This is an optimization exercise on Yosys and OpenROAD, whose aim is small area, a short achievable clock period and few clock cycles, not a production implementation. Where RTL was checked, it was by simulation tests only, not by an equivalence proof against the original. Power is estimated from default activity; no workload was simulated.

## alpha
==> flow/design.v <==
module vsa16(clock, rst, PC, instruction, ALUOutput, datain, dataout, wr);
    input         clock;
    input         rst;
    output [11:0] PC;
    input  [15:0] instruction;
    output [15:0] ALUOutput;
    input  [15:0] datain;
    output [15:0] dataout;
    output        wr;
    reg [10:0] pc_q;                 
    reg [15:0] R1, R2, R3;           
    reg [15:0] xa;                   
    reg [15:0] xb;                   
    reg        xc;                   
    reg [2:0]  xf;                   
    reg        x_we;                 
    reg        x_ld;                 
    reg [1:0]  x_rd;
    reg        wr;                   
    reg [1:0]  x_rs2;                
    assign PC = {pc_q, 1'b0};
    wire [16:0] sum17 = {xa, xc} + {xb, xc};
    wire [15:0] sum = sum17[16:1];
    assign ALUOutput = sum;
    reg [15:0] res;
    always @(*) begin
        case (xf)
            3'd2: res = xa & xb;
            3'd3: res = xa | xb;
            3'd4: res = xa ^ xb;
            3'd5: res = {1'b0, xa[15:1]};
            default: res = sum;
        endcase
    end
    wire [15:0] wdata = x_ld ? datain : res;
    reg [15:0] sd;
    always @(*) begin
        case (x_rs2)
            2'd1: sd = R1;
            2'd2: sd = R2;
            2'd3: sd = R3;
            default: sd = 16'd0;
        endcase
    end
    assign dataout = sd;
    wire [2:0]  op  = instruction[2:0];
    wire [1:0]  rs1 = instruction[4:3];
    wire [1:0]  rs2 = instruction[6:5];
    wire [1:0]  rd  = instruction[8:7];
    wire [2:0]  fn  = instruction[11:9];    
    wire [15:0] imm = {{7{instruction[15]}}, instruction[15:7]};
    wire is_lw   = op == 3'd0;
    wire is_sw   = op == 3'd1;
    wire is_beqz = op == 3'd2;
    wire is_rr   = op == 3'd3;
    wire is_addi = op == 3'd4;
    wire is_subi = op == 3'd5;
    wire fwd1 = x_we && x_rd == rs1;
    wire fwd2 = x_we && x_rd == rs2;
    reg [15:0] A, B;
    always @(*) begin
        if (fwd1) A = wdata;
        else case (rs1)
            2'd1: A = R1;
            2'd2: A = R2;
            2'd3: A = R3;
            default: A = 16'd0;
        endcase
        if (fwd2) B = wdata;
        else case (rs2)
            2'd1: B = R1;
            2'd2: B = R2;
            2'd3: B = R3;
            default: B = 16'd0;
        endcase
    end
    wire        sub  = is_subi | (is_rr & fn == 3'd1);
    wire [15:0] op2  = is_rr ? B : imm;
    wire [2:0]  f    = (is_rr && fn > 3'd1) ? fn : 3'd0;
    wire [1:0] dest = is_rr ? rd : ((is_lw | is_addi | is_subi) ? rs2 : 2'd0);
    wire        taken = is_beqz & (A == 16'd0);
    wire [10:0] npc   = pc_q + 11'd1;
    wire [10:0] tpc   = pc_q + 11'd1 + imm[10:0];
    always @(posedge clock) begin
        xa    <= A;
        xb    <= sub ? ~op2 : op2;
        xc    <= sub;
        xf    <= f;
        x_ld  <= is_lw;
        x_rd  <= dest;
        x_rs2 <= rs2;
        if (rst) begin
            pc_q <= 11'd0;
            x_we <= 1'b0;
            wr   <= 1'b0;
        end else begin
            pc_q <= taken ? tpc : npc;
            x_we <= dest != 2'd0;
            wr   <= is_sw;
        end
    end
    always @(posedge clock) begin
        if (rst) begin
            R1 <= 16'd0;
            R2 <= 16'd0;
            R3 <= 16'd0;
        end else if (x_we) begin
            if (x_rd == 2'd1) R1 <= wdata;
            if (x_rd == 2'd2) R2 <= wdata;
            if (x_rd == 2'd3) R3 <= wdata;
        end
    end
endmodule
Settings: LEC_CHECK=0, ABC_AREA=1, CAP_MARGIN=20, CORE_MARGIN=2, CORE_UTILIZATION=40, SETUP_SLACK_MARGIN=3.5, SLEW_MARGIN=20; clock period 7.0 ns.
standard.sh (not shown) runs the stock make flow with config.mk's settings and CLKGATE_MAP_FILE= SYNTH_SCRIPT=/design/flow/synth_recipe.tcl, a recipe that flattens the netlist after the stock synthesis.
==> flow/flow/run.sh <==
#!/bin/bash
# Standard ORFS layout (the standard.sh, unchanged register set), with
# these settings changed on make's command line:
#  - port buffers are plain buf cells instead of the platform's default
#    delay-buffer choice;
#  - the resizer may swap cells across footprints (MATCH_CELL_FOOTPRINT=0),
#    so port buffers and other cells can be sized to the timing they see;
#  - SYNTH_OPERATIONS_ARGS=-nofsm
# Every tool's output is in orfs/logs/ (one log per ORFS step); make's own
# output is in flow_make.log.
set -euo pipefail
bash standard.sh MATCH_CELL_FOOTPRINT=0 \
  "BUFFER_PORTS_ARGS=-buffer_cell sky130_fd_sc_hd__buf_1" \
  SYNTH_OPERATIONS_ARGS=-nofsm \
  finish > flow_make.log 2>&1
### alpha -> beta
- swapping 1 for 0 in ABC_AREA
==> flow/flow/run.sh <==
#!/bin/bash
# Standard ORFS layout (the standard.sh, unchanged synthesis), with two
# placement/sizing settings changed:
#  - port buffers are plain buf cells instead of the platform's default
#    delay-buffer choice;
#  - the resizer may swap cells across footprints (MATCH_CELL_FOOTPRINT=0),
#    so port buffers and other cells can be sized to the timing they see.
# Every tool's output is in orfs/logs/ (one log per ORFS step); make's own
# output is in flow_make.log.
set -euo pipefail
bash standard.sh MATCH_CELL_FOOTPRINT=0 \
  "BUFFER_PORTS_ARGS=-buffer_cell sky130_fd_sc_hd__buf_1" \
  finish > flow_make.log 2>&1
Findings:
Delta (beta minus alpha): non-clock buffer count rose 38%; power density normalized to cell area fell 1.7 nW/um^2; buffering overhead rose 3.8 points. beta reports its launch point of the worst path as xb[0] while alpha reports xc. When beta is measured against alpha, its number of non-filler instances in the completed layout turns out 143 lower. Changes observed in beta relative to alpha: power share of the clock group down 2.9 points, final instance area up 8.8%.
No run of this note included a check of the RTL's function; only the layout flow was run.

Starts from the design.v that is shown in full above.
==> flow/config.mk <==
export PLATFORM = sky130hd
export DESIGN_NAME = vsa16
export DESIGN_NICKNAME = vsa16
export VERILOG_FILES = /design/flow/design.v
export SDC_FILE = /design/flow/constraint.sdc
export NUM_CORES = 4
export LEC_CHECK = 0
export ABC_AREA = 1
export CAP_MARGIN = 20
export CORE_MARGIN = 2
export CORE_UTILIZATION = 40
export SETUP_SLACK_MARGIN = 3.8
export SLEW_MARGIN = 20
==> flow/constraint.sdc <==
create_clock -name core_clock -period 7.0 [get_ports {clock}]
set_input_delay 1.4000 -clock core_clock [delete_from_list [all_inputs] [get_ports {clock}]]
set_output_delay 1.4000 -clock core_clock [all_outputs]
set_load 0.01 [all_outputs]
==> flow/flow/run.sh <==
#!/bin/bash
# Standard ORFS layout (the standard.sh, unchanged synthesis), with two
# placement/sizing settings changed:
#  - port buffers are plain buf cells instead of the platform's default
#    delay-buffer choice;
#  - the resizer may swap cells across footprints (MATCH_CELL_FOOTPRINT=0),
#    so port buffers and other cells can be sized to the timing they see.
# Every tool's output is in orfs/logs/ (one log per ORFS step); make's own
# output is in flow_make.log.
set -euo pipefail
bash standard.sh MATCH_CELL_FOOTPRINT=0 \
  "BUFFER_PORTS_ARGS=-buffer_cell sky130_fd_sc_hd__buf_1" \
  finish > flow_make.log 2>&1
Then changed:
- SETUP_SLACK_MARGIN: 3.8 -> 3.4
What happened: The new run produced a clean layout; maximum frequency fell by 2.1%; register-to-register slack gets worse by 90 ps; total power falls by 8.9%; non-clock buffer count goes down by 48.
No run of this note included a check of the RTL's function; only the layout flow was run.

## red
Another version of the RTL of vsa16 (not shown whole).
Size: roughly 990 cells after synthesis, ~100 flip-flops, roughly 79 I/O pins, about 6700 µm² of cells after synthesis.
// vsa16
module vsa16(clock, rst, PC, instruction, ALUOutput, datain, dataout, wr);
export LEC_CHECK = 0
export ABC_AREA = 1
export CAP_MARGIN = 20
export CORE_MARGIN = 2
export CORE_UTILIZATION = 40
export CTS_BUF_LIST = sky130_fd_sc_hd__clkbuf_8
export SETUP_SLACK_MARGIN = 3.4
export SLEW_MARGIN = 20
create_clock -name core_clock -period 7.0 [get_ports {clock}]
Scripts as last shown in full above: flow/flow/run.sh
Testbench counts of red, summed over its fixed seeds: cycles 22,626.
> inputs changed (red -> blue)
-- flow/config.mk --
<<< red, line 11
export CORE_UTILIZATION = 40
export CTS_BUF_LIST = sky130_fd_sc_hd__clkbuf_8
export SETUP_SLACK_MARGIN = 3.4
>>> blue, line 11
export CORE_UTILIZATION = 40
export SETUP_SLACK_MARGIN = 3.4
==> comparison <==
Both conditions hold for blue: the flow ran to the end and the final layout passed the timing, design-rule and antenna checks. blue ends up with a fraction of area in registers that is 0.45 points lower than in red. Average via count per standard cell in blue is 0.31% below red. For the post-layout minimum cycle time, blue came in 65 ps lower than red did. Summary of blue over red: count of buffering cells on the critical path with inverters included higher; share of the final layout cell area in multi-input gates went down 0.85 points; power rose 9.6%; clock buffer count went up. Reported for red and blue, number of enable-type register cells in the synthesized netlist turned out identical to the last digit. blue vs. red: count of plain and timing-repair buffers in the layout went up by 1. On register-to-register slack, red and blue are neck and neck.

vsa16, a different RTL version from the one above (not shown whole).
For scale: ~100 flip-flops, roughly 79 I/O pins, about 6700 um^2 of cells after synthesis.
clock: 7.0 ns
lec_check: 0
abc_area: 1
cap_margin: 20
core_margin: 2
core_utilization: 40
cts_buf_list: sky130_fd_sc_hd__clkbuf_8
setup_slack_margin: 3.8
slew_margin: 20
Scripts as last shown in full above: flow/flow/run.sh
Testbench counts at the start, summed over its fixed seeds: cycles 22,626.
Rerun with:
--- a/flow/config.mk
+++ b/flow/config.mk
@@ -9,6 +9,6 @@
 export CAP_MARGIN = 20
 export CORE_MARGIN = 2
-export CORE_UTILIZATION = 40
+export CORE_UTILIZATION = 55
 export CTS_BUF_LIST = sky130_fd_sc_hd__clkbuf_8
-export SETUP_SLACK_MARGIN = 3.8
+export SETUP_SLACK_MARGIN = 3.6
 export SLEW_MARGIN = 20
Count of clock-buffer cells in the layout shrinks by 4.
Maximum frequency shrinks by 0.76%.
Sequential share of layout area grows by 0.93 points.
Sequential power is about the same.
Sequential cell count stays the same.
Final area shrinks by 3.5%.
Rerun with:
--- a/flow/config.mk
+++ b/flow/config.mk
@@ -9,5 +9,5 @@
 export CAP_MARGIN = 20
 export CORE_MARGIN = 2
-export CORE_UTILIZATION = 55
+export CORE_UTILIZATION = 40
 export CTS_BUF_LIST = sky130_fd_sc_hd__clkbuf_8
 export SETUP_SLACK_MARGIN = 3.6
=> The changed run went through all stages and came out clean; total power went down by 0.81%; design area is higher by 1.8%; sequential power is about the same; non-clock buffer count came out higher by 3; utilization came out lower by 16 points; global-route usage drops by 7.5 points; via count is lower by about 0.6%; first-iteration DRC count decreases by 31%.
Rerun with:
--- a/flow/config.mk
+++ b/flow/config.mk
@@ -10,5 +10,5 @@
 export CORE_MARGIN = 2
 export CORE_UTILIZATION = 40
-export CTS_BUF_LIST = sky130_fd_sc_hd__clkbuf_8
+export CTS_BUF_LIST = sky130_fd_sc_hd__clkbuf_4 sky130_fd_sc_hd__clkbuf_8
 export SETUP_SLACK_MARGIN = 3.6
 export SLEW_MARGIN = 20
- The new run finished clean
- final cell count is unchanged
- first-iteration DRC count rises by 1.6%
- critical path depth is unchanged
- setup slack stays flat
- worst hold slack hardly moves
- maximum frequency stays flat
- clock skew is about the same
- routed wire length is about the same
- global-route usage stays flat
- count of clock-buffer cells in the layout rises by 3

Starting RTL as in the previous note.
Settings: LEC_CHECK=0, ABC_AREA=1, CAP_MARGIN=20, CORE_MARGIN=2, CORE_UTILIZATION=40, CTS_BUF_LIST=sky130_fd_sc_hd__clkbuf_4 sky130_fd_sc_hd__clkbuf_8, SETUP_SLACK_MARGIN=3.4, SLEW_MARGIN=20; clock period 7.0 ns.
Scripts as last shown in full above: flow/flow/run.sh
The starting point completed with no timing, DRC or antenna violations.
Testbench counts at the start, summed over its fixed seeds: cycles 22,626.
Rerun with:
- CTS_BUF_LIST: sky130_fd_sc_hd__clkbuf_4 sky130_fd_sc_hd__clkbuf_8 -> sky130_fd_sc_hd__clkbuf_8
Result:
- The new run went through all stages and came out clean
- cell count does not change
- global-route usage barely changes
- sequential share of layout area barely changes
- fmax barely changes
- first-iteration DRC count stays the same
- clock-buffer cell count decreases by 3
- die area stays the same
- area after synthesis stays the same
- via count is about the same
- critical path depth is unchanged

Another version of the RTL of vsa16 (not shown whole).
For scale: ~1100 cells after synthesis, ~100 flip-flops, about 79 I/O pins.
export LEC_CHECK = 0
export ABC_AREA = 1
export CAP_MARGIN = 20
export CORE_MARGIN = 2
export CORE_UTILIZATION = 40
export SETUP_SLACK_MARGIN = 3.6
export SLEW_MARGIN = 20
create_clock -name core_clock -period 7.0 [get_ports {clock}]
Scripts as last shown in full above: flow/flow/run.sh
Edit:
--- a/flow/config.mk
+++ b/flow/config.mk
@@ -11,3 +11,3 @@
 export CORE_UTILIZATION = 40
-export SETUP_SLACK_MARGIN = 3.6
+export SETUP_SLACK_MARGIN = 3.4
 export SLEW_MARGIN = 20
What happened: Setup slack degrades by 0.090 ns; total power is lower by a few percent; non-clock buffer count fell by 8.
No functional check of the RTL was part of any run of this note.

vsa16, a different RTL version from the one above (not shown whole).
For scale: about 1000 cells after synthesis, roughly 6500 um^2 of cells after synthesis.
==> flow/design.v (excerpt) <==
module vsa16(clock, rst, PC, instruction, ALUOutput, datain, dataout, wr);
export LEC_CHECK = 0
export ABC_AREA = 1
export CAP_MARGIN = 20
export CORE_MARGIN = 2
export CORE_UTILIZATION = 40
export CTS_BUF_LIST = sky130_fd_sc_hd__clkbuf_8
export SETUP_SLACK_MARGIN = 3.5
export SLEW_MARGIN = 20
create_clock -name core_clock -period 7.0 [get_ports {clock}]
Scripts as last shown in full above: flow/flow/run.sh
Change:
Settings changed: SETUP_SLACK_MARGIN 3.5 to 3.4.
=> Wire length barely changes. Die area stays the same. Global-route usage barely changes.
Function was not checked in any run of this note: the RTL went through the layout flow alone.

Another version of the RTL of vsa16 (not shown whole).
For scale: about 980 cells after synthesis, roughly 100 flip-flops, ~79 I/O pins, roughly 0.0066 mm² of cells after synthesis.
export LEC_CHECK = 0
export ABC_AREA = 1
export CAP_MARGIN = 20
export CORE_MARGIN = 2
export CORE_UTILIZATION = 40
export SETUP_SLACK_MARGIN = 3.4
export SLEW_MARGIN = 20
create_clock -name core_clock -period 7.0 [get_ports {clock}]
Scripts as last shown in full above: flow/flow/run.sh
The baseline ran to the end with no violations.
==> next run, changes <==
Settings changed: SETUP_SLACK_MARGIN 3.4 to 3.6.
What happened:
- global-route usage increases by 0.28 points
- setup slack is better by 0.017 ns
- wire length increases slightly
- area after synthesis stays the same
- first-iteration DRC count decreases by a few percent
- maximum frequency increases slightly
- flip-flop and latch count does not change
- design area increases by a few percent
- via count increases slightly
Function was not checked in any run of this note: the RTL went through the layout flow alone.

RTL: one of the versions met above, not the one the previous note started from.
For scale: ~1,000 cells after synthesis, about 100 flip-flops, about 79 I/O pins, about 6700 sq um of cells after synthesis.
// vsa16
module vsa16(clock, rst, PC, instruction, ALUOutput, datain, dataout, wr);
    input         clock;
    input         rst;
    output [11:0] PC;
    input  [15:0] instruction;
    output [15:0] ALUOutput;
    input  [15:0] datain;
    output [15:0] dataout;
    output        wr;
    reg [10:0] pc_q;                 
    reg [15:0] R1, R2, R3;           
    reg [15:0] xp;                   
    reg [15:0] xg;                   
    reg [3:0]  xf;                   
    reg        x_we;                 
    reg        x_ld;                 
    reg [1:0]  x_rd;
    reg        wr;                   
    reg [1:0]  x_rs2;                
    assign PC = {pc_q, 1'b0};
    wire [15:0] p = xp;
    wire [15:0] g = xg;
    reg  [15:0] pg, pp;              
    integer     l, k;
    always @(*) begin
        pg = g;
        pp = p;
        for (l = 0; l < 4; l = l + 1)
            for (k = 15; k >= 0; k = k - 1)
                if ((k >> l) & 1) begin
                    pg[k] = pg[k] | (pp[k] & pg[((k >> l) << l) - 1]);
                    pp[k] = pp[k] & pp[((k >> l) << l) - 1];
                end
    end
    wire [15:0] sum = p ^ {pg[14:0], 1'b0};
    assign ALUOutput = sum;
    wire [15:0] res = ({16{xf[0]}} & sum)
                    | ({16{xf[1]}} & g)
                    | ({16{xf[2]}} & p)
                    | ({16{xf[3]}} & {1'b0, xp[15:1]});
    wire [15:0] wdata = x_ld ? datain : res;
    reg [15:0] sd;
    always @(*) begin
        case (x_rs2)
            2'd1: sd = R1;
            2'd2: sd = R2;
            2'd3: sd = R3;
            default: sd = 16'd0;
        endcase
    end
    assign dataout = sd;
    wire [2:0]  op  = instruction[2:0];
    wire [1:0]  rs1 = instruction[4:3];
    wire [1:0]  rs2 = instruction[6:5];
    wire [1:0]  rd  = instruction[8:7];
    wire [2:0]  fn  = instruction[11:9];    
    wire [15:0] imm = {{7{instruction[15]}}, instruction[15:7]};
  ...
export LEC_CHECK = 0
export ABC_AREA = 1
export CAP_MARGIN = 20
export CORE_MARGIN = 2
export CORE_UTILIZATION = 40
export CTS_BUF_LIST = sky130_fd_sc_hd__clkbuf_8
export SETUP_SLACK_MARGIN = 3.7
export SLEW_MARGIN = 20
create_clock -name core_clock -period 7.0 [get_ports {clock}]
Scripts as last shown in full above: flow/flow/run.sh
The first run ran to the end with no violations.
Testbench counts at the start, summed over its fixed seeds: cycles 22,626.
Next try:
SETUP_SLACK_MARGIN = 3.5   (was 3.7)
Effect: The changed run finished clean. Worst setup slack got worse by 56 ps. Cell area fell by 2.2%. Combinational power fell by about 3%. Total power fell by 5.6%. Area after synthesis does not change. Die area does not change. Via count stays flat. Clock power fell by 17%.
Next try:
SETUP_SLACK_MARGIN = 3.2   (was 3.5)
Via count came out lower slightly.
Design area shrinks slightly.
Final cell count goes down slightly.
Setup slack got worse by 80 ps.
Combinational power decreases by a few percent.

-- port drivers added, routing unchanged --
The results above use ideal ports. As a check the final layouts listed here were re-extracted and re-timed, cells and wires unchanged. Step 1 assumes that a clkbuf_16 drives the clock port and a buf_2 every other input. Step 2 also shifts input and output timing later by t, the mid clock arrival at the registers, as if the neighbouring blocks saw the same clock. a / b / c = ideal / step 1 / step 2; a / b = the first two.
| run | t (ns) | slack for setup (ns) | hold WS [ns] |
|---|---|---|---|
| alpha | 0.394 | 3.166 / 3.120 / 3.214 | 0.545 / 0.545 / 0.545 |
| beta | 0.390 | 3.136 / 3.095 / 2.985 | 0.485 / 0.485 / 0.485 |
| the first run of note 2 | 0.385 | 3.593 / 3.556 / 3.396 | 0.545 / 0.545 / 0.545 |
| the second run of note 2 | 0.387 | 3.519 / 3.483 / 3.294 | 0.545 / 0.545 / 0.545 |
| red | 0.417 | 3.544 / 3.517 / 3.147 | 0.548 / 0.548 / 0.548 |
| blue | 0.396 | 3.609 / 3.565 / 3.245 | 0.544 / 0.544 / 0.544 |
| the first run of note 4 | 0.429 | 3.699 / 3.656 / 3.545 | 0.541 / 0.541 / 0.541 |
| the second run of note 4 | 0.401 | 3.674 / 3.640 / 3.314 | 0.554 / 0.554 / 0.554 |
| the third run of note 4 | 0.427 | 3.671 / 3.632 / 3.329 | 0.555 / 0.555 / 0.555 |
| the fourth run of note 4 | 0.428 | 3.669 / 3.630 / 3.320 | 0.553 / 0.553 / 0.553 |
| the first run of note 5 | 0.425 | 3.554 / 3.515 / 3.241 | 0.554 / 0.554 / 0.554 |
| the second run of note 5 | 0.425 | 3.557 / 3.519 / 3.207 | 0.554 / 0.554 / 0.554 |
| the first run of note 6 | 0.393 | 3.613 / 3.570 / 3.408 | 0.544 / 0.544 / 0.544 |
| the second run of note 6 | 0.391 | 3.522 / 3.481 / 3.236 | 0.544 / 0.544 / 0.544 |
| the first run of note 7 | 0.430 | 3.639 / 3.597 / 3.289 | 0.509 / 0.509 / 0.509 |
| the second run of note 7 | 0.431 | 3.597 / 3.556 / 3.311 | 0.507 / 0.507 / 0.507 |
| the first run of note 8 | 0.382 | 3.434 / 3.394 / 3.198 | 0.544 / 0.544 / 0.544 |
| the second run of note 8 | 0.384 | 3.451 / 3.411 / 3.420 | 0.544 / 0.544 / 0.544 |
| the first run of note 9 | 0.437 | 3.673 / 3.632 / 3.409 | 0.552 / 0.552 / 0.552 |
| the second run of note 9 | 0.427 | 3.617 / 3.578 / 3.208 | 0.554 / 0.554 / 0.554 |
| the third run of note 9 | 0.424 | 3.537 / 3.512 / 3.118 | 0.553 / 0.553 / 0.553 |
After both steps setup and hold are still met in every run listed. For the third run of note 9, which loses most, drivers alone change the setup slack by -0.025 ns; drivers and shift together by -0.419 ns.
